Source: an optimization exercise on an open RTL-to-GDS flow (aim: small area and a short achievable clock period). Production flows keep margins and buffers that such runs may drop.
Function was checked by simulation only, so behaviour that the tests miss may differ from the original.
Power figures rest on the tool's default switching activity, not on a simulated workload.

### flow/design.v
module PE(
    input wire CLK,
    input wire RESET,
    input wire EN,
    input wire SELECTOR,
    input wire W_EN,
    input wire signed [7:0] active_left,
    output reg signed [7:0] active_right,
    input wire signed [15:0] in_sum,
    output reg signed [15:0] out_sum,
    input wire signed [7:0] in_weight_above,
    output wire signed [7:0] out_weight_below
    );
    reg signed [7:0] weight_1;
    reg signed [7:0] weight_2;
    wire en_n = ~EN;
    wire sel_n = ~SELECTOR;
    wire ld1 = EN & W_EN & SELECTOR;
    wire ld2 = EN & W_EN & ~SELECTOR;
    wire ld1_n = ~ld1;
    wire ld2_n = ~ld2;
    wire [7:0] w_n, a_n, ar_d, w1_d, w2_d, wb;
    wire [15:0] s_in;
    genvar gi;
    generate for (gi = 0; gi < 8; gi = gi + 1) begin : byte_sel
        pe_mux2i u_wn (.s(SELECTOR), .a1(weight_2[gi]), .a0(weight_1[gi]), .y(w_n[gi]));
        pe_nand2 u_an (.a(active_left[gi]), .b(EN), .y(a_n[gi]));
        pe_ao22 u_ar (.a1(EN), .a2(active_left[gi]), .b1(en_n), .b2(active_right[gi]), .x(ar_d[gi]));
        pe_ao22 u_w1 (.a1(ld1), .a2(in_weight_above[gi]), .b1(ld1_n), .b2(weight_1[gi]), .x(w1_d[gi]));
        pe_ao22 u_w2 (.a1(ld2), .a2(in_weight_above[gi]), .b1(ld2_n), .b2(weight_2[gi]), .x(w2_d[gi]));
        pe_ao22 u_wb (.a1(SELECTOR), .a2(weight_1[gi]), .b1(sel_n), .b2(weight_2[gi]), .x(wb[gi]));
    end endgenerate
    generate for (gi = 0; gi < 16; gi = gi + 1) begin : sum_sel
        pe_ao22 u_si (.a1(EN), .a2(in_sum[gi]), .b1(en_n), .b2(out_sum[gi]), .x(s_in[gi]));
    end endgenerate
    wire [7:0] w_nb;
    generate for (gi = 0; gi < 8; gi = gi + 1) begin : wdup
        pe_mux2i u_wnb (.s(SELECTOR), .a1(weight_2[gi]), .a0(weight_1[gi]), .y(w_nb[gi]));
    end endgenerate
    wire pp_0_0;
    pe_nor2 u_x1 (.a(w_n[0]), .b(a_n[0]), .y(pp_0_0));
    wire pp_0_1;
    pe_nor2 u_x2 (.a(w_n[0]), .b(a_n[1]), .y(pp_0_1));
    wire pp_0_2;
    pe_nor2 u_x3 (.a(w_n[0]), .b(a_n[2]), .y(pp_0_2));
    wire pp_0_3;
    pe_nor2 u_x4 (.a(w_n[0]), .b(a_n[3]), .y(pp_0_3));
    wire pp_0_4;
    pe_nor2 u_x5 (.a(w_nb[0]), .b(a_n[4]), .y(pp_0_4));
    wire pp_0_5;
    pe_nor2 u_x6 (.a(w_nb[0]), .b(a_n[5]), .y(pp_0_5));
    wire pp_0_6;
    pe_nor2 u_x7 (.a(w_nb[0]), .b(a_n[6]), .y(pp_0_6));
    wire pp_0_7;
    pe_or2 u_x8 (.a(w_nb[0]), .b(a_n[7]), .y(pp_0_7));
    wire pp_1_0;
    pe_nor2 u_x9 (.a(w_n[1]), .b(a_n[0]), .y(pp_1_0));
    wire pp_1_1;
    pe_nor2 u_x10 (.a(w_n[1]), .b(a_n[1]), .y(pp_1_1));
    wire pp_1_2;
    pe_nor2 u_x11 (.a(w_n[1]), .b(a_n[2]), .y(pp_1_2));
    wire pp_1_3;
    pe_nor2 u_x12 (.a(w_n[1]), .b(a_n[3]), .y(pp_1_3));
    wire pp_1_4;
    pe_nor2 u_x13 (.a(w_nb[1]), .b(a_n[4]), .y(pp_1_4));
    wire pp_1_5;
    pe_nor2 u_x14 (.a(w_nb[1]), .b(a_n[5]), .y(pp_1_5));
    wire pp_1_6;
    pe_nor2 u_x15 (.a(w_nb[1]), .b(a_n[6]), .y(pp_1_6));
    wire pp_1_7;
    pe_or2 u_x16 (.a(w_nb[1]), .b(a_n[7]), .y(pp_1_7));
    wire pp_2_0;
    pe_nor2 u_x17 (.a(w_n[2]), .b(a_n[0]), .y(pp_2_0));
    wire pp_2_1;
    pe_nor2 u_x18 (.a(w_n[2]), .b(a_n[1]), .y(pp_2_1));
    wire pp_2_2;
    pe_nor2 u_x19 (.a(w_n[2]), .b(a_n[2]), .y(pp_2_2));
    wire pp_2_3;
    pe_nor2 u_x20 (.a(w_n[2]), .b(a_n[3]), .y(pp_2_3));
    wire pp_2_4;
    pe_nor2 u_x21 (.a(w_nb[2]), .b(a_n[4]), .y(pp_2_4));
    wire pp_2_5;
    pe_nor2 u_x22 (.a(w_nb[2]), .b(a_n[5]), .y(pp_2_5));
    wire pp_2_6;
    pe_nor2 u_x23 (.a(w_nb[2]), .b(a_n[6]), .y(pp_2_6));
    wire pp_2_7;
    pe_or2 u_x24 (.a(w_nb[2]), .b(a_n[7]), .y(pp_2_7));
    wire pp_3_0;
    pe_nor2 u_x25 (.a(w_n[3]), .b(a_n[0]), .y(pp_3_0));
    wire pp_3_1;
    pe_nor2 u_x26 (.a(w_n[3]), .b(a_n[1]), .y(pp_3_1));
    wire pp_3_2;
    pe_nor2 u_x27 (.a(w_n[3]), .b(a_n[2]), .y(pp_3_2));
    wire pp_3_3;
    pe_nor2 u_x28 (.a(w_n[3]), .b(a_n[3]), .y(pp_3_3));
    wire pp_3_4;
    pe_nor2 u_x29 (.a(w_nb[3]), .b(a_n[4]), .y(pp_3_4));
    wire pp_3_5;
    pe_nor2 u_x30 (.a(w_nb[3]), .b(a_n[5]), .y(pp_3_5));
    wire pp_3_6;
    pe_nor2 u_x31 (.a(w_nb[3]), .b(a_n[6]), .y(pp_3_6));
    wire pp_3_7;
    pe_or2 u_x32 (.a(w_nb[3]), .b(a_n[7]), .y(pp_3_7));
    wire pp_4_0;
    pe_nor2 u_x33 (.a(w_n[4]), .b(a_n[0]), .y(pp_4_0));
    wire pp_4_1;
    pe_nor2 u_x34 (.a(w_n[4]), .b(a_n[1]), .y(pp_4_1));
    wire pp_4_2;
    pe_nor2 u_x35 (.a(w_n[4]), .b(a_n[2]), .y(pp_4_2));
    wire pp_4_3;
    pe_nor2 u_x36 (.a(w_n[4]), .b(a_n[3]), .y(pp_4_3));
    wire pp_4_4;
    pe_nor2 u_x37 (.a(w_nb[4]), .b(a_n[4]), .y(pp_4_4));
    wire pp_4_5;
    pe_nor2 u_x38 (.a(w_nb[4]), .b(a_n[5]), .y(pp_4_5));
    wire pp_4_6;
    pe_nor2 u_x39 (.a(w_nb[4]), .b(a_n[6]), .y(pp_4_6));
    wire pp_4_7;
    pe_or2 u_x40 (.a(w_nb[4]), .b(a_n[7]), .y(pp_4_7));
    wire pp_5_0;
    pe_nor2 u_x41 (.a(w_n[5]), .b(a_n[0]), .y(pp_5_0));
    wire pp_5_1;
    pe_nor2 u_x42 (.a(w_n[5]), .b(a_n[1]), .y(pp_5_1));
    wire pp_5_2;
    pe_nor2 u_x43 (.a(w_n[5]), .b(a_n[2]), .y(pp_5_2));
    wire pp_5_3;
    pe_nor2 u_x44 (.a(w_n[5]), .b(a_n[3]), .y(pp_5_3));
    wire pp_5_4;
    pe_nor2 u_x45 (.a(w_nb[5]), .b(a_n[4]), .y(pp_5_4));
    wire pp_5_5;
    pe_nor2 u_x46 (.a(w_nb[5]), .b(a_n[5]), .y(pp_5_5));
    wire pp_5_6;
    pe_nor2 u_x47 (.a(w_nb[5]), .b(a_n[6]), .y(pp_5_6));
    wire pp_5_7;
    pe_or2 u_x48 (.a(w_nb[5]), .b(a_n[7]), .y(pp_5_7));
    wire pp_6_0;
    pe_nor2 u_x49 (.a(w_n[6]), .b(a_n[0]), .y(pp_6_0));
    wire pp_6_1;
    pe_nor2 u_x50 (.a(w_n[6]), .b(a_n[1]), .y(pp_6_1));
    wire pp_6_2;
    pe_nor2 u_x51 (.a(w_n[6]), .b(a_n[2]), .y(pp_6_2));
    wire pp_6_3;
    pe_nor2 u_x52 (.a(w_n[6]), .b(a_n[3]), .y(pp_6_3));
    wire pp_6_4;
    pe_nor2 u_x53 (.a(w_nb[6]), .b(a_n[4]), .y(pp_6_4));
    wire pp_6_5;
    pe_nor2 u_x54 (.a(w_nb[6]), .b(a_n[5]), .y(pp_6_5));
    wire pp_6_6;
    pe_nor2 u_x55 (.a(w_nb[6]), .b(a_n[6]), .y(pp_6_6));
    wire pp_6_7;
    pe_or2 u_x56 (.a(w_nb[6]), .b(a_n[7]), .y(pp_6_7));
    wire pp_7_0;
    pe_or2 u_x57 (.a(w_n[7]), .b(a_n[0]), .y(pp_7_0));
    wire pp_7_1;
    pe_or2 u_x58 (.a(w_n[7]), .b(a_n[1]), .y(pp_7_1));
    wire pp_7_2;
    pe_or2 u_x59 (.a(w_n[7]), .b(a_n[2]), .y(pp_7_2));
    wire pp_7_3;
    pe_or2 u_x60 (.a(w_n[7]), .b(a_n[3]), .y(pp_7_3));
    wire pp_7_4;
    pe_or2 u_x61 (.a(w_nb[7]), .b(a_n[4]), .y(pp_7_4));
    wire pp_7_5;
    pe_or2 u_x62 (.a(w_nb[7]), .b(a_n[5]), .y(pp_7_5));
    wire pp_7_6;
    pe_or2 u_x63 (.a(w_nb[7]), .b(a_n[6]), .y(pp_7_6));
    wire pp_7_7;
    pe_nor2 u_x64 (.a(w_nb[7]), .b(a_n[7]), .y(pp_7_7));
    wire s65;
    wire c66;
    pe_ha u_x67 (.a(s_in[5]), .b(pp_0_5), .s(s65), .co(c66));
    wire s68;
    wire c69;
    pe_fa u_x70 (.a(s_in[6]), .b(pp_0_6), .ci(pp_1_5), .s(s68), .co(c69));
    wire s71;
    wire c72;
    pe_ha u_x73 (.a(pp_2_4), .b(pp_3_3), .s(s71), .co(c72));
    wire s74;
    wire c75;
    pe_fa u_x76 (.a(s_in[7]), .b(pp_0_7), .ci(pp_1_6), .s(s74), .co(c75));
    wire s77;
    wire c78;
    pe_fa u_x79 (.a(pp_2_5), .b(pp_3_4), .ci(pp_4_3), .s(s77), .co(c78));
    wire s80;
    wire c81;
    pe_ha u_x82 (.a(pp_5_2), .b(pp_6_1), .s(s80), .co(c81));
    wire s83;
    wire c84;
    pe_xnor2 u_x85 (.a(s_in[8]), .b(pp_1_7), .y(s83));
    pe_or2 u_x86 (.a(s_in[8]), .b(pp_1_7), .y(c84));
    wire s87;
    wire c88;
    pe_fa u_x89 (.a(pp_2_6), .b(pp_3_5), .ci(pp_4_4), .s(s87), .co(c88));
    wire s90;
    wire c91;
    pe_fa u_x92 (.a(pp_5_3), .b(pp_6_2), .ci(pp_7_1), .s(s90), .co(c91));
    wire s93;
    wire c94;
    pe_fa u_x95 (.a(s_in[9]), .b(pp_2_7), .ci(pp_3_6), .s(s93), .co(c94));
    wire s96;
    wire c97;
    pe_fa u_x98 (.a(pp_4_5), .b(pp_5_4), .ci(pp_6_3), .s(s96), .co(c97));
    wire s99;
    wire c100;
    pe_fa u_x101 (.a(s_in[10]), .b(pp_3_7), .ci(pp_4_6), .s(s99), .co(c100));
    wire s102;
    wire c103;
    pe_ha u_x104 (.a(s_in[3]), .b(pp_0_3), .s(s102), .co(c103));
    wire s105;
    wire c106;
    pe_fa u_x107 (.a(s_in[4]), .b(pp_0_4), .ci(pp_1_3), .s(s105), .co(c106));
    wire s108;
    wire c109;
    pe_ha u_x110 (.a(pp_2_2), .b(pp_3_1), .s(s108), .co(c109));
    wire s111;
    wire c112;
    pe_fa u_x113 (.a(pp_1_4), .b(pp_2_3), .ci(pp_3_2), .s(s111), .co(c112));
    wire s114;
    wire c115;
    pe_fa u_x116 (.a(pp_4_1), .b(pp_5_0), .ci(s65), .s(s114), .co(c115));
    wire s117;
    wire c118;
    pe_fa u_x119 (.a(pp_4_2), .b(pp_5_1), .ci(pp_6_0), .s(s117), .co(c118));
    wire s120;
    wire c121;
    pe_fa u_x122 (.a(c66), .b(s71), .ci(s68), .s(s120), .co(c121));
    wire s123;
    wire c124;
    pe_fa u_x125 (.a(pp_7_0), .b(c72), .ci(s80), .s(s123), .co(c124));
    wire s126;
    wire c127;
    pe_fa u_x128 (.a(c69), .b(s74), .ci(s77), .s(s126), .co(c127));
    wire s129;
    wire c130;
    pe_fa u_x131 (.a(s83), .b(c81), .ci(c75), .s(s129), .co(c130));
    wire s132;
    wire c133;
    pe_fa u_x134 (.a(c78), .b(s87), .ci(s90), .s(s132), .co(c133));
    wire s135;
    wire c136;
    pe_fa u_x137 (.a(pp_7_2), .b(c84), .ci(c88), .s(s135), .co(c136));
    wire s138;
    wire c139;
    pe_fa u_x140 (.a(c91), .b(s93), .ci(s96), .s(s138), .co(c139));
    wire s141;
    wire c142;
    pe_fa u_x143 (.a(pp_5_5), .b(pp_6_4), .ci(pp_7_3), .s(s141), .co(c142));
    wire s144;
    wire c145;
    pe_fa u_x146 (.a(c94), .b(c97), .ci(s99), .s(s144), .co(c145));
    wire s147;
    wire c148;
    pe_fa u_x149 (.a(s_in[11]), .b(pp_4_7), .ci(pp_5_6), .s(s147), .co(c148));
    wire s150;
    wire c151;
    pe_fa u_x152 (.a(pp_6_5), .b(pp_7_4), .ci(c100), .s(s150), .co(c151));
    wire s153;
    wire c154;
    pe_fa u_x155 (.a(s_in[12]), .b(pp_5_7), .ci(pp_6_6), .s(s153), .co(c154));
    wire s156;
    wire c157;
    pe_ha u_x158 (.a(s_in[2]), .b(pp_0_2), .s(s156), .co(c157));
    wire s159;
    wire c160;
    pe_fa u_x161 (.a(pp_1_2), .b(pp_2_1), .ci(pp_3_0), .s(s159), .co(c160));
    wire s162;
    wire c163;
    pe_fa u_x164 (.a(pp_4_0), .b(c103), .ci(s108), .s(s162), .co(c163));
    wire s165;
    wire c166;
    pe_fa u_x167 (.a(c109), .b(c106), .ci(s111), .s(s165), .co(c166));
    wire s168;
    wire c169;
    pe_fa u_x170 (.a(c112), .b(s117), .ci(c115), .s(s168), .co(c169));
    wire s171;
    wire c172;
    pe_fa u_x173 (.a(c118), .b(s123), .ci(c121), .s(s171), .co(c172));
    wire s174;
    wire c175;
    pe_fa u_x176 (.a(c124), .b(s129), .ci(c127), .s(s174), .co(c175));
    wire s177;
    wire c178;
    pe_fa u_x179 (.a(c130), .b(s135), .ci(c133), .s(s177), .co(c178));
    wire s180;
    wire c181;
    pe_fa u_x182 (.a(s141), .b(c136), .ci(c139), .s(s180), .co(c181));
    wire s183;
    wire c184;
    pe_fa u_x185 (.a(c142), .b(s147), .ci(c145), .s(s183), .co(c184));
    wire s186;
    wire c187;
    pe_fa u_x188 (.a(pp_7_5), .b(c148), .ci(s153), .s(s186), .co(c187));
    wire s189;
    wire c190;
    pe_fa u_x191 (.a(s_in[13]), .b(pp_6_7), .ci(pp_7_6), .s(s189), .co(c190));
    wire s192;
    wire c193;
    pe_ha u_x194 (.a(s_in[1]), .b(pp_0_1), .s(s192), .co(c193));
    wire s195;
    wire c196;
    pe_fa u_x197 (.a(pp_1_1), .b(pp_2_0), .ci(s156), .s(s195), .co(c196));
    wire s198;
    wire c199;
    pe_fa u_x200 (.a(c157), .b(s102), .ci(s159), .s(s198), .co(c199));
    wire s201;
    wire c202;
    pe_fa u_x203 (.a(c160), .b(s105), .ci(s162), .s(s201), .co(c202));
    wire s204;
    wire c205;
    pe_fa u_x206 (.a(c163), .b(s114), .ci(s165), .s(s204), .co(c205));
    wire s207;
    wire c208;
    pe_fa u_x209 (.a(c166), .b(s120), .ci(s168), .s(s207), .co(c208));
    wire s210;
    wire c211;
    pe_fa u_x212 (.a(s126), .b(c169), .ci(s171), .s(s210), .co(c211));
    wire s213;
    wire c214;
    pe_fa u_x215 (.a(s132), .b(c172), .ci(s174), .s(s213), .co(c214));
    wire s216;
    wire c217;
    pe_fa u_x218 (.a(s138), .b(c175), .ci(s177), .s(s216), .co(c217));
    wire s219;
    wire c220;
    pe_fa u_x221 (.a(s144), .b(c178), .ci(s180), .s(s219), .co(c220));
    wire s222;
    wire c223;
    pe_fa u_x224 (.a(s150), .b(c181), .ci(s183), .s(s222), .co(c223));
    wire s225;
    wire c226;
    pe_fa u_x227 (.a(c151), .b(s186), .ci(c184), .s(s225), .co(c226));
    wire s228;
    wire c229;
    pe_fa u_x230 (.a(c154), .b(s189), .ci(c187), .s(s228), .co(c229));
    wire s231;
    wire c232;
    pe_fa u_x233 (.a(s_in[14]), .b(pp_7_7), .ci(c190), .s(s231), .co(c232));
    wire [15:0] rx = {s_in[15], s231, s228, c223, c220, c217, c214, c211, c208, c205, c202, c199, c196, c193, pp_1_0, s_in[0]};
    wire [15:0] ry = {c232, c229, c226, s225, s222, s219, s216, s213, s210, s207, s204, s201, s198, s195, s192, pp_0_0};
    wire [15:0] sum;
    wire t234, rc235;
    pe_ha u_x236 (.a(rx[0]), .b(ry[0]), .s(t234), .co(rc235));
    assign sum[0] = t234;
    wire t237, rc238;
    pe_fa u_x239 (.a(rx[1]), .b(ry[1]), .ci(rc235), .s(t237), .co(rc238));
    assign sum[1] = t237;
    wire t240, rc241;
    pe_fa u_x242 (.a(rx[2]), .b(ry[2]), .ci(rc238), .s(t240), .co(rc241));
    assign sum[2] = t240;
    wire t243, rc244;
    pe_fa u_x245 (.a(rx[3]), .b(ry[3]), .ci(rc241), .s(t243), .co(rc244));
    assign sum[3] = t243;
    wire g4, p4;
    pe_ha u_x246 (.a(rx[4]), .b(ry[4]), .s(p4), .co(g4));
    wire g5, p5;
    pe_ha u_x247 (.a(rx[5]), .b(ry[5]), .s(p5), .co(g5));
    wire g6, p6;
    pe_ha u_x248 (.a(rx[6]), .b(ry[6]), .s(p6), .co(g6));
    wire g7, p7;
    pe_ha u_x249 (.a(rx[7]), .b(ry[7]), .s(p7), .co(g7));
    wire g8, p8;
    pe_ha u_x250 (.a(rx[8]), .b(ry[8]), .s(p8), .co(g8));
    wire g9, p9;
    pe_ha u_x251 (.a(rx[9]), .b(ry[9]), .s(p9), .co(g9));
    wire g10, p10;
    pe_ha u_x252 (.a(rx[10]), .b(ry[10]), .s(p10), .co(g10));
    wire g11, p11;
    pe_ha u_x253 (.a(rx[11]), .b(ry[11]), .s(p11), .co(g11));
    wire g12, p12;
    pe_ha u_x254 (.a(rx[12]), .b(ry[12]), .s(p12), .co(g12));
    wire g13, p13;
    pe_ha u_x255 (.a(rx[13]), .b(ry[13]), .s(p13), .co(g13));
    wire g14, p14;
    pe_ha u_x256 (.a(rx[14]), .b(ry[14]), .s(p14), .co(g14));
    wire g15, p15;
    pe_ha u_x257 (.a(rx[15]), .b(ry[15]), .s(p15), .co(g15));
    wire G258 = g4 | (p4 & rc244);
    wire G259 = g6 | (p6 & g5);
    wire P260 = p6 & p5;
    wire G261 = g8 | (p8 & g7);
    wire P262 = p8 & p7;
    wire G263 = g10 | (p10 & g9);
    wire P264 = p10 & p9;
    wire G265 = g12 | (p12 & g11);
    wire P266 = p12 & p11;
    wire G267 = g14 | (p14 & g13);
    wire P268 = p14 & p13;
    wire G269 = G259 | (P260 & G258);
    wire G270 = G263 | (P264 & G261);
    wire P271 = P264 & P262;
    wire G272 = G267 | (P268 & G265);
    wire P273 = P268 & P266;
    wire G274 = G270 | (P271 & G269);
    wire G275 = G272 | (P273 & G274);
    wire G276 = G261 | (P262 & G269);
    wire G277 = G265 | (P266 & G274);
    wire G278 = g5 | (p5 & G258);
    wire G279 = g7 | (p7 & G269);
    wire G280 = g9 | (p9 & G276);
    wire G281 = g11 | (p11 & G274);
    wire G282 = g13 | (p13 & G277);
    wire G283 = g15 | (p15 & G275);
    pe_xor2 u_x284 (.a(p4), .b(rc244), .y(sum[4]));
    pe_xor2 u_x285 (.a(p5), .b(G258), .y(sum[5]));
    pe_xor2 u_x286 (.a(p6), .b(G278), .y(sum[6]));
    pe_xor2 u_x287 (.a(p7), .b(G269), .y(sum[7]));
    pe_xor2 u_x288 (.a(p8), .b(G279), .y(sum[8]));
    pe_xor2 u_x289 (.a(p9), .b(G276), .y(sum[9]));
    pe_xor2 u_x290 (.a(p10), .b(G280), .y(sum[10]));
    pe_xor2 u_x291 (.a(p11), .b(G274), .y(sum[11]));
    pe_xor2 u_x292 (.a(p12), .b(G281), .y(sum[12]));
    pe_xor2 u_x293 (.a(p13), .b(G277), .y(sum[13]));
    pe_xor2 u_x294 (.a(p14), .b(G282), .y(sum[14]));
    pe_xnor2 u_x295 (.a(p15), .b(G275), .y(sum[15]));
    always @(negedge RESET or posedge CLK) begin
        if (~RESET) begin
            out_sum <= 0;
            active_right <= 0;
            weight_1 <= 0;
            weight_2 <= 0;
        end else begin
            out_sum <= sum;
            active_right <= ar_d;
            weight_1 <= w1_d;
            weight_2 <= w2_d;
        end
    end
    assign out_weight_below = wb;
endmodule
module pe_fa(input wire a, input wire b, input wire ci, output wire s, output wire co);
    assign {co, s} = a + b + ci;
endmodule
module pe_ha(input wire a, input wire b, output wire s, output wire co);
    assign {co, s} = a + b;
endmodule
module pe_ao22(input wire a1, input wire a2, input wire b1, input wire b2, output wire x);
    assign x = (a1 & a2) | (b1 & b2);
endmodule
module pe_mux2i(input wire s, input wire a1, input wire a0, output wire y);
    assign y = ~(s ? a1 : a0);
endmodule
module pe_nand2(input wire a, input wire b, output wire y);
    assign y = ~(a & b);
endmodule
module pe_nor2(input wire a, input wire b, output wire y);
    assign y = ~(a | b);
endmodule
module pe_or2(input wire a, input wire b, output wire y);
    assign y = a | b;
endmodule
module pe_xor2(input wire a, input wire b, output wire y);
    assign y = a ^ b;
endmodule
module pe_xnor2(input wire a, input wire b, output wire y);
    assign y = ~(a ^ b);
endmodule
module pe_xor3(input wire a, input wire b, input wire c, output wire y);
    assign y = a ^ b ^ c;
endmodule
### flow/flow/run.sh
#!/bin/bash
# Standard layout with two changes: the port buffers are the smallest buffer
# cell, and clock tree synthesis inserts no dummy loads.
set -euo pipefail
export BUFFER_PORTS_ARGS="-buffer_cell sky130_fd_sc_hd__buf_1"
export CTS_ARGS="-sink_clustering_enable -repair_clock_nets -dont_use_dummy_load"
bash standard.sh finish > flow_standard.log 2>&1
### flow/standard.sh
#!/bin/bash
# synth_recipe.tcl (not shown) runs the flow's synth.tcl, then flattens the netlist and writes it again
# the make line also repeats each setting of config.mk as NAME=value (left out here)
make -C /OpenROAD-flow-scripts/flow DESIGN_CONFIG=/design/flow/config.mk WORK_HOME=/design/flow/orfs CLKGATE_MAP_FILE= SYNTH_SCRIPT=/design/flow/synth_recipe.tcl "${@:-finish}"
### flow/config.mk
export PLATFORM = sky130hd
export DESIGN_NAME = PE
export DESIGN_NICKNAME = PE
export VERILOG_FILES = /design/flow/design.v
export SDC_FILE = /design/flow/constraint.sdc
export NUM_CORES = 4
export LEC_CHECK = 0
export CAP_MARGIN = 20
export CORE_MARGIN = 2
export CORE_UTILIZATION = 65
export GPL_TIMING_DRIVEN = 0
export SETUP_SLACK_MARGIN = 0.9
export SLEW_MARGIN = 20
export SYNTH_HIERARCHICAL = 1
### flow/constraint.sdc
create_clock -name core_clock -period 5.5 [get_ports {CLK}]
set_input_delay 1.1000 -clock core_clock [delete_from_list [all_inputs] [get_ports {CLK}]]
set_output_delay 1.1000 -clock core_clock [all_outputs]
set_load 0.01 [all_outputs]
==> summary.txt, run 1 <==
* Final Hold Violating Endpoints: 0
- Area of all placed cells without fillers: 4290 sq um
- Growth of design area from synthesis to finish: 23.1%
- CTS built an H-tree with a depth of 2.
- Synth area leader: sky130_fd_sc_hd__fa_1
- WL/cell: 19.7 um
- Sequential share of the synthesized area: 28.7%
- RePlAce Congestion: 0.838
- Setup violations remaining at the end of the flow were counted as 0.
- When the netlist entered floorplanning its net count stood at 407.
- The top cell types in the final layout, fill and taps aside, are sky130_fd_sc_hd__buf_1 (65), sky130_fd_sc_hd__nor2_1 (55), sky130_fd_sc_hd__a22o_1 (48).
- CTS saw 40 sinks.
* DR vias: 2,777
- In the routed layout, each cell is associated on average with a via count of 6.13.
- The worst pin sits at a relative slew slack of 64.2%.
* Number of DRC markers after the initial detailed-route iteration: 181
- Via count of the first global-routing pass: 2,922
- Clock network power share: 8.6%
- STA classifies the critical path startpoint as a primary input.
- The number of clock buffers added by TritonCTS is 5.
- Wire length of the first global-routing pass: 14.1 mm
* Worst hold path type: flip-flop to flip-flop
- The number of antenna diodes in the final layout is 0.
- Count of warnings emitted by yosys: 7
- CP max stage cell: sky130_fd_sc_hd__fa_1
- For this design the total switching power over the nets is 933 uW.
* Worst-path cell chain: buf_16 -> clkinvlp_4 -> buf_4 -> a22o_1 -> ha_1 -> fa_1 -> fa_1 -> fa_1 -> ha_1 -> a21o_1 -> a31o_4 -> a21o_1 -> a21o_1 -> xor2_1
- Hold bufs inserted after CTS: 0
* Required time at the endpoint of the critical path: 5690 ps
- Total Nets Final: 493
* GR Overflow Total: 0
- Final sum of negative setup slack: 0 ps
- Setup repair after global routing could not meet its margin everywhere.
- Result of the run: finished clean
* Top achievable clock speed: 0.223 GHz
- Counting both buffers and inverters, the worst setup path holds a total of 3.
* Half-perimeter wire length of the detailed placement result: 6.19 mm
* Max-slew violation count: 0
* Placement-stage worst setup slack: -395 ps
* Number of violations of the max-capacitance limit: 0
* Die area: 5970 sq um
* Reported leakage power: 1.92 nW
- Per report_power, the sequential group accounts for 22.3% of the total.
- Of the total power, the share spent switching nets is 44.7%.
- Entering global routing, the biggest net connects 37 pins.
- The initial utilization of the core area, before any placement, comes to 67.9%.
- Leaving out fill and tap cells, the most frequent cell in the layout is sky130_fd_sc_hd__buf_1.
- Internal cell power: 1.15 mW
- Max clock buf depth: 2
* Cell chosen for the clock root: sky130_fd_sc_hd__clkbuf_8
* Count of state elements after synthesis: 40
* Post-synthesis area per instance: 11.7 sq um
- Gate Count Post-Synth: 299
- The detail route stage leaves a number of antenna-violating nets equal to 0.
- Placeable core area: 5140 sq um
- The final critical path takes up 81.6% of the cycle.
* Power per cell area: 486 nW/um^2
* Worst setup margin: 1010 ps
- Worst clock skew: 25.0 ps
- The number of antenna violations at the first check in global routing was 0.
* Worst IR Drop VDD: 0.583 mV
- Clock insertion delay at the later pin of the skew report: 310 ps
- Count of unique library cells instantiated by Yosys: 23
* Horizontal die dimension: 77.3 um
- Number of top-level design ports: 69
- The post-route netlist has 12.3% of its cells at a drive strength greater than 1.
- Shortest clock period the worst path allows after layout: 4490 ps
* Proportion of power drawn by combinational gates: 69.1%
- STA classifies the critical path endpoint as a flip-flop.
- Total global routing track utilization: 30.6%
* Cells taking the most area after synthesis: sky130_fd_sc_hd__fa_1 (29%), sky130_fd_sc_hd__dfrtp_1 (29%), sky130_fd_sc_hd__a22o_1 (12%), sky130_fd_sc_hd__ha_1 (7.2%), sky130_fd_sc_hd__nor2_1 (6.0%)
* Buffers on Ports: 68
* Critical path data arrival time: 4670 ps
* Post-route worst hold slack: 506 ps
- Die Height: 77.3 um
* DRC Markers: 0
- Site row count: 26
- Slew at the pin with the worst max-slew slack: 522 ps
- The critical path is of the primary input to flip-flop type.
- TritonCTS clock tree: yes
* Final routed wirelength across all metal layers: 8.91 mm
- Summed over its instances, the top area cell type makes up 29.3% of the synthesized netlist area.
- In this run the cell area of the synthesized design comes to 3490 sq um.
* Tot Pwr: 2.09 mW
- Delay of the slowest cell on the worst path: 510 ps
* Kind of cell adding the most delay to the critical path: adder cells
* Detailed-routing iteration count for the pre-antenna-repair pass: 4
- Along the worst path, the maximum fanout reaches 18.
* Total cell area at the placement stage: 3870 sq um
- Post-CTS clock slew at the launch and capture registers of the worst setup and hold paths: 70 ps
[power groups by stage]
stage | Sequential, mW | Clock, mW | Combinational [mW]
3_3_place_gp | 0.452 | 0 | 1.21
3_5_place_dp | 0.456 | 0 | 1.25
2_1_floorplan | 0.478 | 0 | 0.931
4_1_cts | 0.458 | 0.180 | 1.30
6_report | 0.464 | 0.179 | 1.44
5_1_grt | 0.472 | 0.191 | 1.63
[metal layers]
| metal | wire length (um) | track usage, % | vias up |
|---|---|---|---|
| met5 | 0 | 0 | - |
| met4 | 196 | 7.32 | 0 |
| met2 | 4710 | 53.5 | 126 |
| met3 | 652 | 6.00 | 19 |
| li1 | - | - | 1234 |
| met1 | 3360 | 39.6 | 1398 |
[worst paths after layout]
path	startpoint	end	slack [ps]	cells past startpoint
setup / recovery	EN	out_sum[12]	1010	14
hold / removal	active_right[7]	active_right[7]	510	1
setup reg to reg	weight_2[0]	out_sum[12]	1600	12
hold reg to reg	active_right[7]	active_right[7]	510	1
max in group asynchronous	RESET	weight_2[4]	4320	2
min in group asynchronous	RESET	out_sum[12]	720	1
[through the flow]
step           std cells  util, %
2_1_floorplan        299        -
3_5_place_dp         438     75.3
6_report             453     83.5
5_1_grt              453     83.5
4_1_cts              447     79.7
3_3_place_gp         437     74.9
[modules after synthesis (local to each module, per instance), a selection]
module | cells inside | flip-flops and latches
PE | 78 | 40
pe_fa | 1 | 0
pe_mux2i | 1 | 0
pe_xnor2 | 1 | 0
pe_xor2 | 1 | 0
pe_ao22 | 1 | 0
pe_or2 | 1 | 0
pe_nor2 | 1 | 0
pe_nand2 | 1 | 0
[cell usage after synthesis]
| cell type | count |
|---|---|
| sky130_fd_sc_hd__o31ai_1 | 1 |
| sky130_fd_sc_hd__or3_1 | 1 |
| sky130_fd_sc_hd__a31o_4 | 1 |
| sky130_fd_sc_hd__xor2_1 | 11 |
| sky130_fd_sc_hd__nor2_1 | 56 |
| sky130_fd_sc_hd__nand3_1 | 2 |
| sky130_fd_sc_hd__inv_1 | 4 |
| sky130_fd_sc_hd__nand2b_1 | 1 |
| sky130_fd_sc_hd__ha_1 | 20 |
| sky130_fd_sc_hd__nor3_1 | 1 |
| sky130_fd_sc_hd__a21oi_1 | 6 |
| sky130_fd_sc_hd__dfrtp_1 | 40 |
| sky130_fd_sc_hd__o211ai_1 | 1 |
| sky130_fd_sc_hd__o21bai_1 | 1 |
| sky130_fd_sc_hd__a22o_1 | 48 |
| sky130_fd_sc_hd__or2_1 | 15 |
| sky130_fd_sc_hd__nand2_1 | 12 |
| sky130_fd_sc_hd__xnor2_1 | 2 |
| sky130_fd_sc_hd__fa_1 | 51 |
| sky130_fd_sc_hd__a21o_1 | 5 |
| sky130_fd_sc_hd__mux2i_1 | 16 |
| sky130_fd_sc_hd__o21ai_0 | 3 |
| sky130_fd_sc_hd__o21a_1 | 1 |
[kinds of logic after synthesis]
kind of cell | after synthesis | share of synthesized area (%)
adders and majority gates | 71 | 36.4
AOI/OAI and AO/OA | 67 | 15.8
xor gates and xnor gates | 13 | 3.26
and+or+nand+nor | 88 | 10.8
muxes | 16 | 4.59
buffers and inverters | 4 | 0.430
DFF | 40 | 28.7
[state kept, by name, summed over array words and instances, names as in the netlist]
register / flops
out_sum: 16
active_right: 8
weight_1: 8
weight_2: 8
[layout make-up]
class	count	area, sq um
multi-input cells	255	2660
flip-flops and latches	40	1000
fillers	282	847
repair buffers	78	448
well taps	70	87.6
clock buffers	5	68.8
inverters	4	18.8
repair inverters	1	5.00
[what timing repair did]
item	4_1_cts	5_1_grt
gates cloned	1	3
pin swaps	0	6
resized for setup	27	19
setup buffers	3	3
endpoints found under the setup margin	10	5
hold endpoints to repair	0	0
==> run 2, diff against run 1 <==
--- a/flow/config.mk
+++ b/flow/config.mk
@@ -11,3 +11,3 @@
 export GPL_TIMING_DRIVEN = 0
-export SETUP_SLACK_MARGIN = 0.9
+export SETUP_SLACK_MARGIN = 0.6
 export SLEW_MARGIN = 20
==> summary.txt, run 2 <==
* Filler cells: 357 (+27%)
- The total chip power was 1.91 mW (-8.5%).
- The ratio of total power to cell area was 475 nW/um^2 (-2.3%).
* Horizontal die dimension: 77.3 um (unchanged)
- RSZ-0062 raised after global routing: false
* Count of final setup violators: 0 (unchanged)
- The count of standard-cell rows is 26 (unchanged).
- The height of the chip came to 77.3 um (unchanged).
- The number of max-slew violations in the final report was 0 (unchanged).
* RePlAce Congestion: 0.851 (+1.6%)
* Final Hold Violating Endpoints: 0 (unchanged)
- H-tree depth reported by CTS: 2 (unchanged)
- Number of DRC markers after the initial detailed-route iteration: 205 (+13%)
- In the post-synthesis netlist, the biggest area contributors are sky130_fd_sc_hd__fa_1 (29%), sky130_fd_sc_hd__dfrtp_1 (29%), sky130_fd_sc_hd__a22o_1 (12%), sky130_fd_sc_hd__ha_1 (7.2%), sky130_fd_sc_hd__nor2_1 (6.0%).
- sky130_fd_sc_hd__nor2_1 is the most common cell in the netlist.
- Most frequent standard cell in the layout excluding fill and tap cells: sky130_fd_sc_hd__buf_1
* Slew margin rel.: 66.9% (+2.7 points)
* Count of warnings emitted by yosys: 7 (unchanged)
* Number of top-level design ports: 69 (unchanged)
* Initial antenna violation count: 0 (unchanged)
* Post-CTS clock slew at the launch and capture registers of the worst setup and hold paths: 80 ps (about the same)
* Crit-path max FO: 26 (+8)
- The period utilization is 85.8% (+4.2 points).
- Number of flip-flops under the largest register name: 16 (unchanged)
- The clock insertion delay at the later pin of the skew report came to 290 ps (-20 ps).
* Reported leakage power: 1.85 nW (-3.2%)
- Wire length of the first global-routing pass: 14.0 mm (-0.78%)
* DRC Markers: 0 (unchanged)
* Top achievable clock speed: 0.212 GHz (-4.9%)
* Buffers on Ports: 68 (unchanged)
- The worst clock skew was 10.8 ps (-14.2 ps).
- In the synthesized netlist the dominant register cell turns out to be sky130_fd_sc_hd__dfrtp_1.
- The detailed-route via count came to 2,684 (-3.3%).
- The share of final-layout standard cells stronger than drive strength 1 is 6.65% (-5.6 points).
* Nature of the critical path endpoint: flip-flop
- Walking the worst path, the cells encountered are buf_8 -> mux2i_2 -> or2_1 -> fa_1 -> fa_1 -> fa_1 -> fa_1 -> ha_1 -> a21oi_1 -> o21ai_0 -> a21o_1 -> a21o_1 -> xor2_1.
* FFs w/ async S/R, synth: 100% (unchanged)
* Post-Syn Area: 3490 sq um (unchanged)
- Relative to the synthesized area, the layout overhead comes to 15.3%.
- The tightest hold margin is 499 ps (-7.02 ps).
- The flip-flop and latch count after synthesis is 40 (unchanged).
- The cell that appears most often on the critical path is sky130_fd_sc_hd__fa_1.
- The worst setup path is launched from a primary input.
- The worst hold path belongs to the class flip-flop to flip-flop.
- Final routed wirelength across all metal layers: 8.21 mm (-7.9%)
* Area fraction of the dominant cell type after synthesis: 29.3% (unchanged)
* Die area: 5970 sq um (unchanged)
- The count of TritonRoute iterations in the first routing pass was 4 (unchanged).
* Gate Count Post-Synth: 299 (unchanged)
* Via count of the first global-routing pass: 2,861 (-2.1%)
- The delay of the slowest critical-path stage is 520 ps (about the same).
- Total global routing track utilization: 30.3% (-0.32 points)
- The deepest clock path buffer count came to 2 (unchanged).
- Number of buffers created by CTS: 5 (unchanged)
- The largest voltage drop on the vdd net was 0.566 mV (-2.9%).
- The standard cell core area was 5140 sq um (unchanged).
- The share of the core filled with cells came to 78.3% (-5.3 points).
- The initial cell density of the core came to 67.9% (unchanged).
- Post-synth net total: 407 (unchanged)
- Count of unique library cells instantiated by Yosys: 23 (unchanged)
- The data arrival time of the critical path came to 4900 ps (+230 ps).
* Synth area leader: sky130_fd_sc_hd__fa_1
- Total Nets Final: 486 (-1.4%)
- Sorting the synthesized cells by how often they occur yields sky130_fd_sc_hd__nor2_1 (56), sky130_fd_sc_hd__fa_1 (51), sky130_fd_sc_hd__a22o_1 (48).
- Total number of clock tree sinks: 40 (unchanged)
* Required time at the endpoint of the critical path: 5680 ps (about the same)
- The largest net degree at the start of global routing is 37 (unchanged).
* Sequential share of the synthesized area: 28.7% (unchanged)
* Number of violations of the max-capacitance limit: 0 (unchanged)
* Slew at the pin with the worst max-slew slack: 494 ps (-28.4 ps)
* Post-synthesis area per instance: 11.7 sq um (unchanged)
- Half-perimeter wire length of the detailed placement result: 6.21 mm (+0.25%)
- Ratio of routed vias to standard cells: 6.02 (-1.8%)
- Cell chosen for the clock root: sky130_fd_sc_hd__clkbuf_8
- Critical path class: primary input to flip-flop
- Ranked by flip-flop count, first place goes to out_sum.
* GR Overflow Total: 0 (unchanged)
- The count of antenna diodes in the layout came to 0 (unchanged).
- The run finished with no timing, DRC or antenna violations.
- Among all stages on the critical path, the largest delay is contributed by sky130_fd_sc_hd__fa_1.
- The number of nets with antenna violations after routing is 0 (unchanged).
- Number of flops mapped to enable cells by yosys: 0 (unchanged)
- The average routed wire per standard cell came to 18.4 um (-6.5%).
- Shortest clock period the worst path allows after layout: 4720 ps (+231 ps)
- TritonCTS built the clock tree.
* Most used cells in the layout excluding fill and tap cells: sky130_fd_sc_hd__buf_1 (65), sky130_fd_sc_hd__nor2_1 (56), sky130_fd_sc_hd__fa_1 (51)
run 2: cell counts after synthesis:
Identical to the previous run, type by type.
run 2: report_power, final:
| group | leakage, nW | switching [mW] | internal [mW] |
|---|---|---|---|
| combinational | 1.33 | 0.712 | 0.559 |
| sequential | 0.485 | 0.0578 | 0.397 |
| clock | 0.0359 | 0.101 | 0.0820 |
run 2: area by class of cell:
cell class	instances	area (sq um)	share of cell area, %
clock buffers	5	68.8	1.71
inverters	4	18.8	0.467
multi-input cells	255	2520	62.7
flip-flops and latches	40	1000	24.9
well taps	70	87.6	2.18
repair buffers	71	319	7.93
repair inverters	1	5.00	0.124
run 2: kinds of logic (layout without fill, tap and decap cells):
family	Yosys count	after routing	synth area share, %
buf+inv	4	81	0.430
fa+ha+maj	71	71	36.4
xor+xnor	13	13	3.26
mux	16	16	4.59
simple gates	88	88	10.8
compound gates	67	67	15.8
flops	40	40	28.7
run 2: worst paths after layout:
path / from / to / slack [ps] / depth (start not counted)
max in group asynchronous: RESET / weight_2[5] / 4340 / 2
min: active_right[4] / active_right[4] / 500 / 1
min in group asynchronous: RESET / out_sum[4] / 690 / 1
min reg2reg: active_right[4] / active_right[4] / 500 / 1
max: SELECTOR / out_sum[12] / 780 / 13
max reg2reg: weight_2[2] / out_sum[12] / 1450 / 12
run 2: metal layers:
layer,share of wire (%),up-vias,global-route usage (%),routed length (um)
met3,5.7,9,4.12,471
met2,53,103,51.5,4370
met5,0,-,0,0
li1,-,1220,-,-
met1,40,1352,42.1,3290
met4,0.89,0,6.43,73
run 2: worst max-delay path, delay by kind of cell:
family | cells | cell delay (ps)
and+or+nand+nor | 1 | 180
buffers and inverters | 1 | 220
adders and majority gates | 5 | 2180
AOI/OAI and AO/OA | 4 | 680
muxes | 1 | 380
xor gates and xnor gates | 1 | 150
run 2: per-stage QoR:
stage | setup WS, ps | std cells | setup TNS [ps] | cell area, sq um
final | 783 | 446 | 0 | 4020
after global routing | 641 | 446 | 0 | 4020
after CTS | 669 | 446 | 0 | 3980
after detailed placement | -481 | 438 | -2210 | 3850
after global placement | -1230 | 437 | -9400 | 3830
after floorplan | 863 | 299 | 0 | 3490
run 2: modules after synthesis, one instance, submodules excluded, excerpt:
module,flip-flops and latches,cells inside
pe_ao22,0,1
pe_fa,0,1
pe_mux2i,0,1
pe_nand2,0,1
pe_nor2,0,1
pe_xnor2,0,1
pe_xor2,0,1
run 2: what timing repair did:
| item | 4_1_cts | 5_1_grt |
|---|---|---|
| resized for setup | 10 | 10 |
| pin swaps | 0 | 0 |
| cloned | 1 | 0 |
| buffers inserted | 2 | 0 |
| endpoints found under the setup margin | 9 | 4 |
| hold buffers | 0 | 0 |
==> run 3, diff against run 2 <==
--- a/flow/config.mk
+++ b/flow/config.mk
@@ -7,3 +7,3 @@
 export LEC_CHECK = 0
-export CAP_MARGIN = 20
+export CAP_MARGIN = 0
 export CORE_MARGIN = 2
@@ -11,4 +11,4 @@
 export GPL_TIMING_DRIVEN = 0
-export SETUP_SLACK_MARGIN = 0.6
-export SLEW_MARGIN = 20
+export SETUP_SLACK_MARGIN = 0.5
+export SLEW_MARGIN = 0
 export SYNTH_HIERARCHICAL = 1
==> summary.txt, run 3 <==
* Result of the run: finished clean
* Number of flops mapped to enable cells by yosys: 0 (unchanged)
* GR Overflow Total: 0 (unchanged)
- Clock tree synthesis selected as its root buffer the cell sky130_fd_sc_hd__clkbuf_8.
- Die area: 5970 sq um (unchanged)
* Number of buffers created by CTS: 5 (unchanged)
* Required time at the endpoint of the critical path: 5670 ps (about the same)
- The number of endpoints failing setup at the final stage is 0 (unchanged).
* Number of top-level design ports: 69 (unchanged)
* Growth of design area from synthesis to finish: 14.7%
* Post-Syn Area: 3490 sq um (unchanged)
* Post-placement cell count: 438 (unchanged)
- The worst hold path belongs to the class flip-flop to flip-flop.
- The post-place setup slack is -695 ps (-214 ps).
- Slew margin rel.: 66.0% (-0.90 points)
- Total global routing track utilization: 30.0% (-0.26 points)
* Tot Pwr: 1.89 mW (-0.74%)
- Total number of clock tree sinks: 40 (unchanged)
* Most used cells in the layout excluding fill and tap cells: sky130_fd_sc_hd__buf_1 (65), sky130_fd_sc_hd__nor2_1 (56), sky130_fd_sc_hd__fa_1 (51)
- The largest voltage drop on the vdd net was 0.589 mV (+4.1%).
- Count of inserted antenna diode cells: 0 (unchanged)
- Area fraction of the dominant cell type after synthesis: 29.3% (unchanged)
- The final RePlAce weighted congestion is 0.851 (unchanged).
* Crit-path max FO: 36 (+38%)
- Critical path data arrival time: 4970 ps (+70 ps)
- DRC Markers: 0 (unchanged)
- Post-CTS clock slew at the launch and capture registers of the worst setup and hold paths: 70 ps (about the same)
- Startpoint of the worst register-to-register path: weight_2[2]
* RSZ-0062 raised after global routing: false
- Initial antenna violation count: 0 (unchanged)
* Most frequent standard cell in the layout excluding fill and tap cells: sky130_fd_sc_hd__buf_1
* Number of flip-flops under the largest register name: 16 (unchanged)
* Number of nets still failing antenna checks after routing: 0 (unchanged)
* Power per cell area: 473 nW/um^2 (-0.24%)
* Most frequent cells after synthesis: sky130_fd_sc_hd__nor2_1 (56), sky130_fd_sc_hd__fa_1 (51), sky130_fd_sc_hd__a22o_1 (48)
- The pin slew with the least headroom to its limit is 507 ps (+13.4 ps).
* Max-slew violation count: 0 (unchanged)
- The number of hold buffers added after CTS was 0 (unchanged).
- DR vias: 2,644 (-1.5%)
- Die Height: 77.3 um (unchanged)
- The worst setup path is launched from a primary input.
- The async set-or-reset flop fraction in the synthesized netlist was 100% (unchanged).
- The total wire length is 8.12 mm (-1.1%).
* Max clock buf depth: 2 (unchanged)
* Reported leakage power: 1.85 nW (-0.18%)
* Shortest clock period the worst path allows after layout: 4800 ps (+84.6 ps)
* Count of warnings emitted by yosys: 7 (unchanged)
* Worst setup margin: 698 ps (-84.6 ps)
- The period utilization was 87.3% (+1.5 points).
* Horizontal die dimension: 77.3 um (unchanged)
* Filler cells: 363 (+1.7%)
- The wire length of the first global-routing pass is 13.9 mm (-0.84%).
* Post-synth net total: 407 (unchanged)
* Layout cells sized above 1: 5.85% (-0.80 points)
- Number of DRC markers after the initial detailed-route iteration: 177 (-14%)
- Worst clock skew: 13.6 ps (+2.79 ps)
- The worst setup path is captured at a flip-flop.
- Total Nets Final: 486 (unchanged)
- The post-synthesis cell count came to 299 (unchanged).
* Count of state elements after synthesis: 40 (unchanged)
* Post-Layout Cell Count: 446 (unchanged)
- Detailed-routing iteration count for the pre-antenna-repair pass: 4 (unchanged)
* Initial cell density of the core: 67.9% (unchanged)
- The average routed wire per standard cell came to 18.2 um (-1.1%).
- The average vias per placed instance was 5.93 (-1.5%).
* Cells taking the most area after synthesis: sky130_fd_sc_hd__fa_1 (29%), sky130_fd_sc_hd__dfrtp_1 (29%), sky130_fd_sc_hd__a22o_1 (12%), sky130_fd_sc_hd__ha_1 (7.2%), sky130_fd_sc_hd__nor2_1 (6.0%)
* Largest reg by FF count: out_sum
- The count of buffers inserted at the top-level ports was 68 (unchanged).
* Sequential share of the synthesized area: 28.7% (unchanged)
- Summed over all instances, the cell type with the most area after synthesis is sky130_fd_sc_hd__fa_1.
* Critical path startpoint: EN
* Post-synthesis area per instance: 11.7 sq um (unchanged)
- TritonCTS clock tree: yes
* Placeable core area: 5140 sq um (unchanged)
* Critical path class: primary input to flip-flop
- Top achievable clock speed: 0.208 GHz (-1.8%)
- Top FF cell, synth: sky130_fd_sc_hd__dfrtp_1
- Number of violations of the max-capacitance limit: 0 (unchanged)
- Final Hold Violating Endpoints: 0 (unchanged)
* Dominant cell by count in the synthesized netlist: sky130_fd_sc_hd__nor2_1
* Site row count: 26 (unchanged)
- Via count of the first global-routing pass: 2,836 (-0.87%)
- The post-DP HPWL is 6.21 mm (+0.10%).
- The clock insertion delay at the later pin of the skew report was 300 ps (about the same).
* H-tree depth reported by CTS: 2 (unchanged)
- Count of unique library cells instantiated by Yosys: 23 (unchanged)
* Maximum number of pins on one net before global-route repair: 37 (unchanged)
- In this run the most critical hold path is launched from active_right[7].
run 3: what timing repair did:
item | CTS | global route
buffers inserted | 2 | 0
resized for setup | 9 | 10
gates cloned | 1 | 0
endpoints found under the setup margin | 9 | 4
run 3: kinds of logic after synthesis:
| group | synth area share, % |
|---|---|
| simple gates | 10.8 |
| flops | 28.7 |
| xor+xnor | 3.26 |
| buf+inv | 0.430 |
| mux | 4.59 |
| compound gates | 15.8 |
| fa+ha+maj | 36.4 |
run 3: report_power, final:
group	internal, mW	leakage [nW]	switching, mW	total [mW]
Clock	0.0820	0.0359	0.0992	0.181
Sequential	0.397	0.485	0.0571	0.454
Combinational	0.554	1.33	0.706	1.26
Total	1.03	1.85	0.862	1.89
run 3: worst paths after layout:
path	to	slack, ps	cells past startpoint
worst min register to register	active_right[7]	500	1
worst max-delay path	out_sum[15]	700	13
worst max register to register	out_sum[15]	1430	12
worst min-delay path	active_right[7]	500	1
min in group asynchronous	out_sum[4]	690	1
max in group asynchronous	weight_2[5]	4340	2
run 3: Yosys stat by module (local to each module, per instance), excerpt:
module / area, sq um / copies in the design
PE: 1210 / 1
pe_ao22: 8.76 / 48
pe_fa: 20.0 / 51
pe_ha: 12.5 / 20
pe_mux2i: 10.0 / 16
pe_xor2: 8.76 / 11
run 3: critical path: stages:
cell and delay [ps]:
sky130_fd_sc_hd__buf_8 220, sky130_fd_sc_hd__clkinvlp_4 230, sky130_fd_sc_hd__a22o_1 270, sky130_fd_sc_hd__fa_1 440
sky130_fd_sc_hd__fa_1 480, sky130_fd_sc_hd__fa_1 530, sky130_fd_sc_hd__fa_1 440, sky130_fd_sc_hd__ha_1 380
sky130_fd_sc_hd__a21oi_1 110, sky130_fd_sc_hd__o211ai_1 230, sky130_fd_sc_hd__a21oi_2 80, sky130_fd_sc_hd__o31ai_1 320
sky130_fd_sc_hd__xnor2_1 120
run 3: cell type report:
| cell class | instances | area, sq um | share of cell area [%] |
|---|---|---|---|
| well taps | 70 | 87.6 | 2.19 |
| multi-input cells | 255 | 2510 | 62.7 |
| clock buffers | 5 | 68.8 | 1.72 |
| repair inverters | 1 | 5.00 | 0.125 |
| repair buffers | 71 | 310 | 7.75 |
| inverters | 4 | 18.8 | 0.469 |
| flip-flops and latches | 40 | 1000 | 25.0 |
run 3: stage by stage:
step | setup TNS, ps | instance area, sq um | hold WS (ps) | util, %
after floorplan | 0 | 3490 | 507 | -
after global placement | -9400 | 3830 | 478 | 74.5
after detailed placement | -3910 | 3850 | 480 | 75.0
after CTS | 0 | 3960 | 502 | 77.0
after global routing | 0 | 4000 | 517 | 77.9
final | 0 | 4000 | 499 | 77.9
run 3: metal layers:
metal / wire [um] / up-vias / GRT usage, %
met5: 0 / - / 0
met4: 102 / 0 / 7.68
met3: 403 / 11 / 3.18
met2: 4220 / 81 / 49.9
met1: 3390 / 1338 / 42.8
li1: - / 1214 / -
==> run 4, diff against run 3 <==
--- a/flow/config.mk
+++ b/flow/config.mk
@@ -7,8 +7,8 @@
 export LEC_CHECK = 0
-export CAP_MARGIN = 0
+export CAP_MARGIN = 20
 export CORE_MARGIN = 2
 export CORE_UTILIZATION = 65
-export GPL_TIMING_DRIVEN = 0
-export SETUP_SLACK_MARGIN = 0.5
-export SLEW_MARGIN = 0
+export GPL_TIMING_DRIVEN = 1
+export SETUP_SLACK_MARGIN = 0.7
+export SLEW_MARGIN = 20
 export SYNTH_HIERARCHICAL = 1
==> summary.txt, run 4 <==
- The flow ran to the end and the layout has no timing, DRC or antenna violations.
* Maximum number of pins on one net before global-route repair: 41 (+11%)
* Die area: 5970 sq um (unchanged)
* GR Overflow Total: 0 (unchanged)
- Number of flip-flops under the largest register name: 16 (unchanged)
- The library cell used most frequently in the layout, excluding fill and tap cells, is sky130_fd_sc_hd__buf_1.
- Horizontal die dimension: 77.3 um (unchanged)
- The wire length of the first global-routing pass is 14.2 mm (+2.4%).
- For this run, the leading register cell type out of synthesis is sky130_fd_sc_hd__dfrtp_1.
- The max-cap check violation count is 0 (unchanged).
- Register-to-register path setup slack: 1530 ps (+100 ps)
* Final period utilization: 85.1% (-2.2 points)
- Final routed wirelength across all metal layers: 8.46 mm (+4.2%)
* Count of unique library cells instantiated by Yosys: 23 (unchanged)
* Worst setup path end: out_sum[12]
- The post-synthesis cell count came to 299 (unchanged).
- The async set-or-reset flop fraction in the synthesized netlist came to 100% (unchanged).
- Via count of the first global-routing pass: 2,938 (+3.6%)
* Startpoint of the worst register-to-register path: weight_1[0]
- Slew margin rel.: 38.7% (-27 points)
- The first-iteration detailed-routing DRC count came to 203 (+15%).
* DRC Markers: 0 (unchanged)
* Clock insertion delay at the later pin of the skew report: 300 ps (about the same)
* H-tree depth reported by CTS: 2 (unchanged)
* RSZ-0062 raised after global routing: false
- The count of buffers inserted at the top-level ports was 68 (unchanged).
- The pin slew with the least headroom to its limit is 919 ps (+412 ps).
- Worst-path cell chain: clkbuf_4 -> buf_12 -> mux2i_1 -> buf_4 -> or2_1 -> fa_2 -> fa_2 -> fa_1 -> fa_1 -> ha_4 -> a21oi_2 -> o21ai_0 -> a21o_1 -> a21o_1 -> xor2_1
- STA classifies the critical path startpoint as a primary input.
* Largest reg by FF count: out_sum
- The worst hold path begins at active_right[7].
- The hold violation count in the final report is 0 (unchanged).
* Required time at the endpoint of the critical path: 5680 ps (about the same)
* Tot Pwr: 2.06 mW (+8.7%)
- DR vias: 2,765 (+4.6%)
- The leakage component of the power came to 1.92 nW (+3.7%).
- The number of nets with antenna violations after routing was 0 (unchanged).
- The logic depth of the worst path, buffers included was 15 (+2).
- The number of antenna violations at the first check in global routing is 0 (unchanged).
- Total global routing track utilization: 30.9% (+0.85 points)
- Critical path data arrival time: 4870 ps (-100 ps)
- Critical path class: primary input to flip-flop
- By area the synthesized netlist is led by sky130_fd_sc_hd__fa_1 (29%), sky130_fd_sc_hd__dfrtp_1 (29%), sky130_fd_sc_hd__a22o_1 (12%), sky130_fd_sc_hd__ha_1 (7.2%), sky130_fd_sc_hd__nor2_1 (6.0%).
- Count of warnings emitted by yosys: 7 (unchanged)
* TritonCTS clock tree: yes
- Worst IR Drop VDD: 0.568 mV (-3.5%)
- The maximum fanout encountered on the critical timing path was 7 (-81%).
* Die Height: 77.3 um (unchanged)
- Post-synthesis area per instance: 11.7 sq um (unchanged)
* Half-perimeter wire length of the detailed placement result: 6.48 mm (+4.2%)
* Post-synth net total: 407 (unchanged)
- The worst clock skew is 10.0 ps (-3.57 ps).
- The deepest clock path buffer count is 2 (unchanged).
- The number of enable flip-flop cells after synthesis was 0 (unchanged).
* Site row count: 26 (unchanged)
- Among cell families on the critical path, the largest total delay comes from adder cells.
- Layout cells sized above 1: 11.9% (+6.1 points)
* Count of final setup violators: 0 (unchanged)
- The delay of the slowest critical-path stage came to 560 ps (+30 ps).
* Count of state elements after synthesis: 40 (unchanged)
- The worst register-to-register path ends at out_sum[12].
- RePlAce Congestion: 0.858 (+0.82%)
- Ratio of routed vias to standard cells: 6.08 (+2.5%)
* Area fraction of the dominant cell type after synthesis: 29.3% (unchanged)
- Most frequent cells after synthesis: sky130_fd_sc_hd__nor2_1 (56), sky130_fd_sc_hd__fa_1 (51), sky130_fd_sc_hd__a22o_1 (48)
* Synth area leader: sky130_fd_sc_hd__fa_1
- Filler cells: 344 (-5.2%)
- The clock-pin slew on the worst setup and hold paths came to 70 ps (about the same).
- The sink count of the clock tree was 40 (unchanged).
- Sequential share of the synthesized area: 28.7% (unchanged)
- Placeable core area: 5140 sq um (unchanged)
- Cell chosen for the clock root: sky130_fd_sc_hd__clkbuf_8
- Initial cell density of the core: 67.9% (unchanged)
* Most used cells in the layout excluding fill and tap cells: sky130_fd_sc_hd__buf_1 (65), sky130_fd_sc_hd__nor2_1 (55), sky130_fd_sc_hd__fa_1 (49)
- Number of buffers created by CTS: 5 (unchanged)
- The combined area of all synthesized cells is 3490 sq um (unchanged).
- Power per cell area: 490 nW/um^2 (+3.6%)
* Top achievable clock speed: 0.214 GHz (+2.5%)
- Worst hold path type: flip-flop to flip-flop
- The worst setup path is captured at a flip-flop.
- The count of buffer and inverter cells on the critical path was 3 (+1).
- The slowest stage of the critical path is the sky130_fd_sc_hd__fa_2 cell.
- Shortest clock period the worst path allows after layout: 4680 ps (-119 ps)
- Count of inserted antenna diode cells: 0 (unchanged)
- Dominant cell by count in the synthesized netlist: sky130_fd_sc_hd__nor2_1
- From synthesis to final layout, the design area changed by 20.4%.
- Final sum of negative setup slack: 0 ps (unchanged)
* Total Nets Final: 495 (+1.9%)
- WL/cell: 18.6 um (+2.2%)
- Critical path startpoint: SELECTOR
* Logic depth of the worst register-to-register path: 13 (+1)
- The count of TritonRoute iterations in the first routing pass was 4 (unchanged).
* Max-slew violation count: 0 (unchanged)
- The total I/O pin count was 69 (unchanged).
[run 4: cell types whose count changed in the layout (fill, tap and decap cells not counted), sizes merged]
cell / previous run / this run
buf: 71 / 77
inv: 3 / 4
clkbuf: 5 / 9
clkinvlp: 2 / 0
[run 4: worst min-delay path by stage]
stage | endpoint | cells after the start
CTS | active_right[4] | 1
detailed placement | active_right[7] | 1
global route | active_right[7] | 1
global placement | active_right[3] | 1
finish | active_right[7] | 1
floorplan | weight_1[0] | 1
[run 4: per-module statistics from Yosys, one instance, submodules excluded]
module	copies in the design	flip-flops and latches
pe_ao22	48	0
pe_mux2i	16	0
pe_xor2	11	0
pe_ha	20	0
pe_or2	15	0
pe_nand2	8	0
pe_fa	51	0
pe_xnor2	2	0
PE	1	40
pe_nor2	50	0
[run 4: cell families (layout without fill, tap and decap cells)]
| logic type | Yosys count | after routing | share of synthesized area (%) |
|---|---|---|---|
| AND/OR/NAND/NOR | 88 | 88 | 10.8 |
| adder cells (fa/ha/maj) | 71 | 71 | 36.4 |
| AO/OA/AOI/OAI | 67 | 67 | 15.8 |
| flip-flops | 40 | 40 | 28.7 |
| multiplexers | 16 | 16 | 4.59 |
| XOR/XNOR | 13 | 13 | 3.26 |
| buffers and inverters | 4 | 90 | 0.430 |
[run 4: final cells by class]
class | instances | area [sq um] | area share [%]
Clock buffer | 5 | 68.8 | 1.64
Multi-Input combinational cell | 255 | 2610 | 62.2
Timing Repair Buffer | 81 | 414 | 9.86
Sequential cell | 40 | 1000 | 23.8
Tap cell | 70 | 87.6 | 2.09
Inverter | 4 | 15.0 | 0.357
[run 4: report_power, final]
| group | total [mW] | leakage (nW) | switching, mW | internal, mW |
|---|---|---|---|---|
| Clock | 0.182 | 0.0359 | 0.101 | 0.0820 |
| Combinational | 1.42 | 1.40 | 0.763 | 0.656 |
| Sequential | 0.457 | 0.485 | 0.0609 | 0.397 |
| Total | 2.06 | 1.92 | 0.925 | 1.13 |
[run 4: repair_timing]
item	CTS	global route
endpoints found under the setup margin	4	6
setup buffers	0	3
hold buffers	0	0
gates cloned	0	2
pin swaps	0	3
gates resized for setup	4	31
[run 4: worst register-to-register path: cells and delay by family (launching register included)]
| kind | cells | cell delay [ps] |
|---|---|---|
| compound gates | 4 | 620 |
| xor+xnor | 1 | 150 |
| fa+ha+maj | 5 | 2150 |
| flops | 1 | 420 |
| simple gates | 1 | 240 |
| mux | 1 | 110 |
| buf+inv | 1 | 160 |
[run 4: through the flow]
step	std cells	setup WS, ps	util, %	hold WS [ps]	cell area (sq um)
2_1_floorplan	299	863	-	507	3490
3_5_place_dp	445	239	76.0	480	3910
4_1_cts	450	705	77.6	503	3990
6_report	455	817	81.7	498	4200
3_3_place_gp	445	372	76.0	477	3910
5_1_grt	455	616	81.7	536	4200
[run 4: layer usage]
| layer | track usage, % | part of all wire, % |
|---|---|---|
| met2 | 52.0 | 53 |
| met5 | 0 | 0 |
| met1 | 41.2 | 40 |
| met4 | 9.29 | 2.0 |
| met3 | 5.53 | 5.1 |
==> run 5, diff against run 4 <==
--- a/flow/config.mk
+++ b/flow/config.mk
@@ -10,3 +10,3 @@
 export CORE_UTILIZATION = 65
-export GPL_TIMING_DRIVEN = 1
+export GPL_TIMING_DRIVEN = 0
 export SETUP_SLACK_MARGIN = 0.7
==> summary.txt, run 5 <==
- The flow ran to the end and the layout has no timing, DRC or antenna violations.
- The async set-or-reset flop fraction in the synthesized netlist was 100% (unchanged).
- The area share of the largest cell type after synthesis was 29.3% (unchanged).
- The number of global-route vias before repair came to 2,861 (-2.6%).
- The worst hold path terminates at active_right[7].
- Critical path data arrival time: 4870 ps (about the same)
- Sequential share of the synthesized area: 28.7% (unchanged)
- The initial cell density of the core came to 67.9% (unchanged).
- The net count of the finished layout is 486 (-1.8%).
- Synth area leader: sky130_fd_sc_hd__fa_1
- The width of the chip came to 77.3 um (unchanged).
- Half-perimeter wire length of the detailed placement result: 6.21 mm (-4.1%)
* Hold bufs inserted after CTS: 0 (unchanged)
* Total global routing track utilization: 30.3% (-0.58 points)
- Startpoint of the worst register-to-register path: weight_2[2]
- The worst setup path is of the primary input to flip-flop kind.
- Max clock buf depth: 2 (unchanged)
- Nature of the critical path endpoint: flip-flop
* Number of buffers created by CTS: 5 (unchanged)
- Dominant cell by count in the synthesized netlist: sky130_fd_sc_hd__nor2_1
* Buffers on Ports: 68 (unchanged)
* Most frequent cells after synthesis: sky130_fd_sc_hd__nor2_1 (56), sky130_fd_sc_hd__fa_1 (51), sky130_fd_sc_hd__a22o_1 (48)
* DR vias: 2,671 (-3.4%)
- The average vias per placed instance is 5.99 (-1.5%).
- Worst hold path type: flip-flop to flip-flop
* Post-synthesis area per instance: 11.7 sq um (unchanged)
* Post-synth net total: 407 (unchanged)
- Total number of clock tree sinks: 40 (unchanged)
* Post-route worst hold slack: 500 ps (+2.51 ps)
- Final routed wirelength across all metal layers: 8.17 mm (-3.4%)
- Ranked by flip-flop count, first place goes to out_sum.
* Startpoint of the worst hold path: active_right[7]
- The flip-flop and latch count after synthesis came to 40 (unchanged).
- The largest net degree at the start of global routing came to 37 (-9.8%).
- Count of final setup violators: 0 (unchanged)
- Site row count: 26 (unchanged)
- Startpoint class of the critical path: primary input
- Worst IR Drop VDD: 0.567 mV (-0.29%)
- Most used cells in the layout excluding fill and tap cells: sky130_fd_sc_hd__buf_1 (65), sky130_fd_sc_hd__nor2_1 (56), sky130_fd_sc_hd__fa_1 (51)
* Power per cell area: 475 nW/um^2 (-3.0%)
* Wire length of the first global-routing pass: 14.0 mm (-1.6%)
- Reported leakage power: 1.86 nW (-3.2%)
- The post-layout minimum cycle time is 4690 ps (+8.61 ps).
* Clock insertion delay at the later pin of the skew report: 290 ps (about the same)
- The number of stages on the worst hold path was 1 (unchanged).
- Die area: 5970 sq um (unchanged)
* Cell chosen for the clock root: sky130_fd_sc_hd__clkbuf_8
* Die Height: 77.3 um (unchanged)
- Count of warnings emitted by yosys: 7 (unchanged)
* Detailed-routing iteration count for the pre-antenna-repair pass: 4 (unchanged)
- Setup repair after global routing could not meet its margin everywhere.
* GR Overflow Total: 0 (unchanged)
- Worst-path cell chain: buf_12 -> clkinvlp_4 -> buf_4 -> a22o_1 -> ha_1 -> fa_1 -> fa_1 -> fa_1 -> ha_1 -> a21o_1 -> a31o_4 -> a21o_1 -> a21o_1 -> xor2_1
- The post-synthesis cell count came to 299 (unchanged).
* Cells taking the most area after synthesis: sky130_fd_sc_hd__fa_1 (29%), sky130_fd_sc_hd__dfrtp_1 (29%), sky130_fd_sc_hd__a22o_1 (12%), sky130_fd_sc_hd__ha_1 (7.2%), sky130_fd_sc_hd__nor2_1 (6.0%)
- TritonCTS built the clock tree.
- The upper clock frequency limit came to 0.213 GHz (-0.18%).
- Filler cells: 354 (+2.9%)
- The max-cap check violation count came to 0 (unchanged).
- Max-slew violation count: 0 (unchanged)
- Worst clock skew: 12.8 ps (+2.78 ps)
- Final period utilization: 85.3% (+0.16 points)
- The standard cell core area came to 5140 sq um (unchanged).
- Most frequent standard cell in the layout excluding fill and tap cells: sky130_fd_sc_hd__buf_1
* CP max stage cell: sky130_fd_sc_hd__fa_1
- The clock-pin slew on the worst setup and hold paths was 70 ps (about the same).
- WL/cell: 18.3 um (-1.4%)
* Final Hold Violating Endpoints: 0 (unchanged)
* H-tree depth reported by CTS: 2 (unchanged)
* Final design utilization: 78.4% (-3.3 points)
- Number of top-level design ports: 69 (unchanged)
==> run 5: power breakdown <==
group          switching, mW  internal (mW)  leakage (nW)
logic                  0.719          0.563          1.34
clock network         0.0997         0.0820        0.0359
registers             0.0573          0.397         0.485
total                  0.876           1.04          1.86
==> run 5: area by class of cell <==
class	count	area, sq um	share of cell area [%]
clock buffers	5	68.8	1.71
inverters	4	18.8	0.466
multi-input cells	255	2530	62.7
flip-flops and latches	40	1000	24.8
well taps	70	87.6	2.17
repair buffers	71	324	8.04
repair inverters	1	5.00	0.124
==> run 5: critical path: cells and delay by family <==
kind	cells	cell delay, ps
fa+ha+maj	5	1970
compound gates	5	1040
buf+inv	3	590
xor+xnor	1	150
==> run 5: logic make-up (layout without fill, tap and decap cells) <==
group | after synthesis | in the layout | share of synthesized area [%]
flip-flops | 40 | 40 | 28.7
XOR/XNOR | 13 | 13 | 3.26
adder cells (fa/ha/maj) | 71 | 71 | 36.4
buffers and inverters | 4 | 81 | 0.430
AND/OR/NAND/NOR | 88 | 88 | 10.8
multiplexers | 16 | 16 | 4.59
AO/OA/AOI/OAI | 67 | 67 | 15.8
==> run 5: how the worst max path moves through the flow <==
stage,startpoint,endpoint,slack (ps)
after detailed placement,EN,out_sum[14],-480
after global placement,EN,out_sum[14],-1230
final,EN,out_sum[12],810
after CTS,EN,out_sum[15],730
after global routing,EN,out_sum[12],700
after floorplan,EN,out_sum[12],860
==> run 5: per-module statistics from Yosys, one instance, submodules excluded <==
| module | cells | flip-flops and latches |
|---|---|---|
| pe_mux2i | 1 | 0 |
| pe_ha | 1 | 0 |
| pe_xor2 | 1 | 0 |
| pe_fa | 1 | 0 |
| pe_nor2 | 1 | 0 |
| pe_or2 | 1 | 0 |
| pe_ao22 | 1 | 0 |
| pe_xnor2 | 1 | 0 |
| PE | 78 | 40 |
| pe_nand2 | 1 | 0 |
==> run 5: metrics by stage <==
step                total power, mW  area, sq um  instances  worst slack (ps)  setup TNS, ps
detailed placement             1.69         3850        438              -481          -2210
CTS                            1.90         3990        446               732              0
global route                   2.11         4030        446               695              0
floorplan                      1.38         3490        299               863              0
finish                         1.92         4030        446               808              0
global placement               1.63         3830        437             -1230          -9400
==> run 5: per-layer routing <==
| metal | global-route usage [%] | wire length [um] | vias to the layer above |
|---|---|---|---|
| met5 | 0 | 0 | - |
| met4 | 6.43 | 70 | 0 |
| met3 | 4.12 | 396 | 7 |
| met2 | 51.5 | 4320 | 99 |
| met1 | 42.1 | 3380 | 1351 |
| li1 | - | - | 1214 |
==> run 5: timing repair <==
item | 4_1_cts | 5_1_grt
setup endpoints to repair | 9 | 4
cloned | 1 | 0
setup buffers | 2 | 0
resized for setup | 11 | 11

Setup slack of run 5, layout unchanged: 0.808 ns with ideal ports, 0.768 ns with driving cells assumed (clock clkbuf_16, inputs buf_2), 0.455 ns with port delays also shifted by the 0.312 ns mid clock arrival.
